This is an optimization exercise on Yosys and OpenROAD, whose aim is small area, not a production implementation.
Function was checked by simulation only, so behaviour that the tests miss may differ from the original.
The flow treats the clock pin as an ideal source, which a real chip does not have.

// rms_peak_axis
module rms_peak_axis #(
    parameter integer C_S_AXI_DATA_WIDTH = 32,
    parameter integer C_S_AXI_ADDR_WIDTH = 4,
    parameter integer AUDIO_WIDTH        = 16,
    parameter integer ALPHA_WIDTH        = 16,
    parameter integer CORE_LATENCY       = 3
)(
    input  wire aclk,
    input  wire aresetn,
    input  wire [31:0] s_axis_tdata,
    input  wire        s_axis_tlast,
    input  wire        s_axis_tvalid,
    output wire        s_axis_tready,
    output wire [31:0] m_axis_tdata,
    output wire        m_axis_tlast,
    output wire        m_axis_tvalid,
    input  wire        m_axis_tready,
    input  wire [C_S_AXI_ADDR_WIDTH-1:0] s_axi_awaddr,
    input  wire                          s_axi_awvalid,
    output wire                          s_axi_awready,
    input  wire [C_S_AXI_DATA_WIDTH-1:0] s_axi_wdata,
    input  wire [3:0]                    s_axi_wstrb,
    input  wire                          s_axi_wvalid,
    output wire                          s_axi_wready,
    output wire [1:0]                    s_axi_bresp,
    output wire                          s_axi_bvalid,
    input  wire                          s_axi_bready,
    input  wire [C_S_AXI_ADDR_WIDTH-1:0] s_axi_araddr,
    input  wire                          s_axi_arvalid,
    output wire                          s_axi_arready,
    output wire [C_S_AXI_DATA_WIDTH-1:0] s_axi_rdata,
    output wire [1:0]                    s_axi_rresp,
    output wire                          s_axi_rvalid,
    input  wire                          s_axi_rready
);
==> flow/config.mk <==
export PLATFORM = sky130hd
export DESIGN_NAME = rms_peak_axis
export DESIGN_NICKNAME = rms_peak_axis
export VERILOG_FILES = /design/flow/design.v
export SDC_FILE = /design/flow/constraint.sdc
export NUM_CORES = 4
export LEC_CHECK = 0
export ABC_AREA = 0
export CAP_MARGIN = 20
export CORE_MARGIN = 2
export CORE_UTILIZATION = 50
export SLEW_MARGIN = 20
export SYNTH_HIERARCHICAL = 1
==> flow/constraint.sdc <==
create_clock -name core_clock -period 12.0 [get_ports {aclk}]
set_input_delay 2.4000 -clock core_clock [delete_from_list [all_inputs] [get_ports {aclk}]]
set_output_delay 2.4000 -clock core_clock [all_outputs]
set_load 0.01 [all_outputs]
standard.sh (not shown) runs the stock make flow with config.mk's settings and CLKGATE_MAP_FILE= SYNTH_SCRIPT=/design/flow/synth_recipe.tcl, a recipe that flattens the netlist after the stock synthesis.
==> flow/flow/run.sh <==
#!/bin/bash
# Standard ORFS layout through the standard.sh (standard synthesis
# unchanged) with three changes: port buffers are the smallest buffer (buf_1)
# instead of the delay cell buffer_ports picks by default; CTS builds smaller
# leaf clusters of clkbuf cells without dummy clock loads; and detailed
# placement keeps a free site beside each a222oi_1 cell (flow/pad.tcl) so the
# router can reach its pins.
# Each ORFS step logs to orfs/logs/...; make's own output goes to flow_make.log.
set -euo pipefail
PAD="$(pwd)/flow/pad.tcl"
bash standard.sh \
  'BUFFER_PORTS_ARGS=-buffer_cell sky130_fd_sc_hd__buf_1' \
  'CTS_ARGS=-sink_clustering_enable -repair_clock_nets -dont_use_dummy_load -buf_list sky130_fd_sc_hd__clkbuf_4 -sink_clustering_size 8 -sink_clustering_max_diameter 50' \
  "PRE_DETAIL_PLACE_TCL=$PAD" "PRE_CTS_TCL=$PAD" "PRE_GLOBAL_ROUTE_TCL=$PAD" "PRE_REPAIR_TIMING_POST_PLACE_TCL=$PAD" \
  finish > flow_make.log 2>&1
==> flow/flow/pad.tcl <==
# Keep one free site on each side of every AND-OR-INVERT a222oi_1 cell: its
# pins are hard for the detailed router to reach when neighbours abut it.
set_placement_padding -masters [get_lib_cells sky130_fd_sc_hd__a222oi_1] -left 1 -right 1
The first run ended with an error in detailed placement.
==> next run, changes <==
==> flow/flow/run.sh (replaced) <==
#!/bin/bash
# Standard ORFS layout through the standard.sh (standard synthesis
# unchanged) with two changes: port buffers are the smallest buffer (buf_1)
# instead of the delay cell buffer_ports picks by default, and CTS builds
# smaller leaf clusters of clkbuf cells without dummy clock loads.
# Each ORFS step logs to orfs/logs/...; make's own output goes to flow_make.log.
set -euo pipefail
bash standard.sh \
  'BUFFER_PORTS_ARGS=-buffer_cell sky130_fd_sc_hd__buf_1' \
  'CTS_ARGS=-sink_clustering_enable -repair_clock_nets -dont_use_dummy_load -buf_list sky130_fd_sc_hd__clkbuf_4 -sink_clustering_size 8 -sink_clustering_max_diameter 50' \
  finish > flow_make.log 2>&1
removed: flow/flow/pad.tcl
=>
- The new run completed without violations
- synthesized area stays the same
- synthesized cell count stays the same

---

== main ==
Another version of the RTL of rms_peak_axis (not shown whole).
Size: about 3000 cells after synthesis, roughly 260 flip-flops, ~160 I/O pins, roughly 25000 um2 of cells after synthesis.
Design rms_peak_axis, start of the top module:
module rms_peak_axis #(
    parameter integer C_S_AXI_DATA_WIDTH = 32,
    parameter integer C_S_AXI_ADDR_WIDTH = 4,
    parameter integer AUDIO_WIDTH        = 16,
    parameter integer ALPHA_WIDTH        = 16,
    parameter integer CORE_LATENCY       = 3
)(
    input  wire aclk,
    input  wire aresetn,
    input  wire [31:0] s_axis_tdata,
    input  wire        s_axis_tlast,
    input  wire        s_axis_tvalid,
    output wire        s_axis_tready,
    output wire [31:0] m_axis_tdata,
    output wire        m_axis_tlast,
    output wire        m_axis_tvalid,
    input  wire        m_axis_tready,
    input  wire [C_S_AXI_ADDR_WIDTH-1:0] s_axi_awaddr,
    input  wire                          s_axi_awvalid,
    output wire                          s_axi_awready,
    input  wire [C_S_AXI_DATA_WIDTH-1:0] s_axi_wdata,
    input  wire [3:0]                    s_axi_wstrb,
    input  wire                          s_axi_wvalid,
    output wire                          s_axi_wready,
    output wire [1:0]                    s_axi_bresp,
    output wire                          s_axi_bvalid,
    input  wire                          s_axi_bready,
    input  wire [C_S_AXI_ADDR_WIDTH-1:0] s_axi_araddr,
    input  wire                          s_axi_arvalid,
    output wire                          s_axi_arready,
    output wire [C_S_AXI_DATA_WIDTH-1:0] s_axi_rdata,
    output wire [1:0]                    s_axi_rresp,
    output wire                          s_axi_rvalid,
    input  wire                          s_axi_rready
);
Settings: LEC_CHECK=0, ABC_AREA=1, CAP_MARGIN=20, CORE_MARGIN=2, CORE_UTILIZATION=60, CTS_BUF_LIST=sky130_fd_sc_hd__clkbuf_4, SLEW_MARGIN=20; clock period 12.0 ns.
run.sh (not shown) runs the stock make flow with config.mk's settings and CLKGATE_MAP_FILE= SYNTH_SCRIPT=/design/flow/synth_recipe.tcl, a recipe that flattens the netlist after the stock synthesis.
Stock flow here: none of the scripts above is used.
Edits applied to the flow inputs when going from main to the feature branch:
-- flow/config.mk --
<<< main, line 11
export CORE_UTILIZATION = 60
export CTS_BUF_LIST = sky130_fd_sc_hd__clkbuf_4
>>> the feature branch, line 11
export CORE_UTILIZATION = 40
==> run notes <==
- As far as post-route antenna net violation count goes, main and the feature branch are indistinguishable; the numbers are identical.
- Diff main -> the feature branch | number of clock buffers in the layout | down by more than half
- The final reports for the feature branch and main show number of global-route vias before repair higher in the former.
- The feature branch: non-clock buffer count is 7 higher than what main reported.
- Comparing the two runs side by side, the feature branch comes out behind main on minimum clock period.
- Depth of the CTS H-tree: lower on the feature branch
- Weighted congestion at the end of routability-driven global placement delta for the feature branch relative to main: 3.1% lower

---

Starting RTL as in the previous note.
Settings: LEC_CHECK=0, ABC_AREA=1, CAP_MARGIN=20, CORE_MARGIN=2, CORE_UTILIZATION=60, SLEW_MARGIN=20; clock period 12.0 ns.
standard.sh (not shown) runs the stock make flow with config.mk's settings and CLKGATE_MAP_FILE= SYNTH_SCRIPT=/design/flow/synth_recipe.tcl, a recipe that flattens the netlist after the stock synthesis.
==> flow/flow/run.sh <==
#!/bin/bash
# Standard ORFS layout (the standard.sh, standard synthesis unchanged) with
# three changes: port buffers are the smallest buffer (buf_1) instead of the
# delay cell buffer_ports picks by default, CTS uses sky130_fd_sc_hd__clkbuf_4 and inserts no dummy
# clock loads. Each make step logs to orfs/logs/...; make's own output goes to
# flow_make.log.
set -euo pipefail
bash standard.sh \
  'BUFFER_PORTS_ARGS=-buffer_cell sky130_fd_sc_hd__buf_1' \
  'CTS_ARGS=-sink_clustering_enable -repair_clock_nets -dont_use_dummy_load -buf_list sky130_fd_sc_hd__clkbuf_4' \
  finish > flow_make.log 2>&1
The first run completed with no timing, DRC or antenna violations.
Change:
--- a/flow/flow/run.sh
+++ b/flow/flow/run.sh
@@ -4 +4 @@
-# delay cell buffer_ports picks by default, CTS uses sky130_fd_sc_hd__clkbuf_4 and inserts no dummy
+# delay cell buffer_ports picks by default, CTS uses clkbuf_4 in leaf clusters of at most 8 sinks and inserts no dummy
@@ -10 +10 @@
-  'CTS_ARGS=-sink_clustering_enable -repair_clock_nets -dont_use_dummy_load -buf_list sky130_fd_sc_hd__clkbuf_4' \
+  'CTS_ARGS=-sink_clustering_enable -repair_clock_nets -dont_use_dummy_load -buf_list sky130_fd_sc_hd__clkbuf_4 -sink_clustering_size 8 -sink_clustering_max_diameter 50' \
Outcome: The changed run finished with timing, DRC and antenna clean. Routed wire length decreases by 0.69%. Core utilization is lower by 0.58 points. Worst hold slack gains 4.2 ps. Maximum frequency barely changes. Via count shrinks by 1.0%. First-iteration DRC count stays the same. Synthesized cell count does not change. Die area stays the same.
Change:
--- a/flow/flow/run.sh
+++ b/flow/flow/run.sh
@@ -4 +4 @@
-# delay cell buffer_ports picks by default, CTS uses clkbuf_4 in leaf clusters of at most 8 sinks and inserts no dummy
+# delay cell buffer_ports picks by default, CTS uses sky130_fd_sc_hd__clkbuf_8 and inserts no dummy
@@ -10 +10 @@
-  'CTS_ARGS=-sink_clustering_enable -repair_clock_nets -dont_use_dummy_load -buf_list sky130_fd_sc_hd__clkbuf_4 -sink_clustering_size 8 -sink_clustering_max_diameter 50' \
+  'CTS_ARGS=-sink_clustering_enable -repair_clock_nets -dont_use_dummy_load -buf_list sky130_fd_sc_hd__clkbuf_8' \
Outcome:
- register-to-register slack gains 60 ps
- critical path depth is unchanged
- hold slack loses 3.5 ps
- cell area is higher by 1.3%
- die area stays the same
- routed wire length is higher by 0.47%
- synthesized area is unchanged

[afterwards: timing with drivers on the ports]
The results above use ideal ports. As a check the final layouts listed here were re-extracted and re-timed, cells and wires unchanged.
Step 1 sets driving cells, clkbuf_16 on the clock port and buf_2 on the other inputs (assumed; they add their load-dependent delay and slew).
Step 2 moves the port delays by t, midway between the first and last clock arrival at a register: inputs arrive t later, outputs are due t later. That takes back most of the time a late clock gives input paths.
Three values: ideal, step 1, step 2; two values: the first two.
| run | t, ns | slack for setup (ns) | hold WS [ns] | worst setup path at the end | clock arrival spread, ns |
|---|---|---|---|---|---|
| the second run of note 1 | 0.777 | 1.019 / 1.019 / 1.019 | 0.396 / 0.396 / 0.396 | register to register | 0.118 / 0.119 |
| main | 0.843 | 1.455 / 1.481 / 0.638 | 0.453 / 0.453 / 0.453 | input to register | 0.073 / 0.072 |
| the feature branch | 0.647 | 1.278 / 1.315 / 0.668 | 0.451 / 0.451 / 0.451 | input to register | 0.016 / 0.016 |
| the first run of note 3 | 0.798 | 1.545 / 1.575 / 0.776 | 0.452 / 0.452 / 0.452 | input to register | 0.087 / 0.087 |
| the second run of note 3 | 0.779 | 1.549 / 1.576 / 0.797 | 0.456 / 0.456 / 0.456 | input to register | 0.052 / 0.052 |
| the third run of note 3 | 0.651 | 1.372 / 1.405 / 0.754 | 0.452 / 0.452 / 0.452 | input to register | 0.091 / 0.091 |
After both steps setup and hold are still met in every run listed. For main, which loses most, drivers alone change the setup slack by +0.026 ns; drivers and shift together by -0.817 ns.
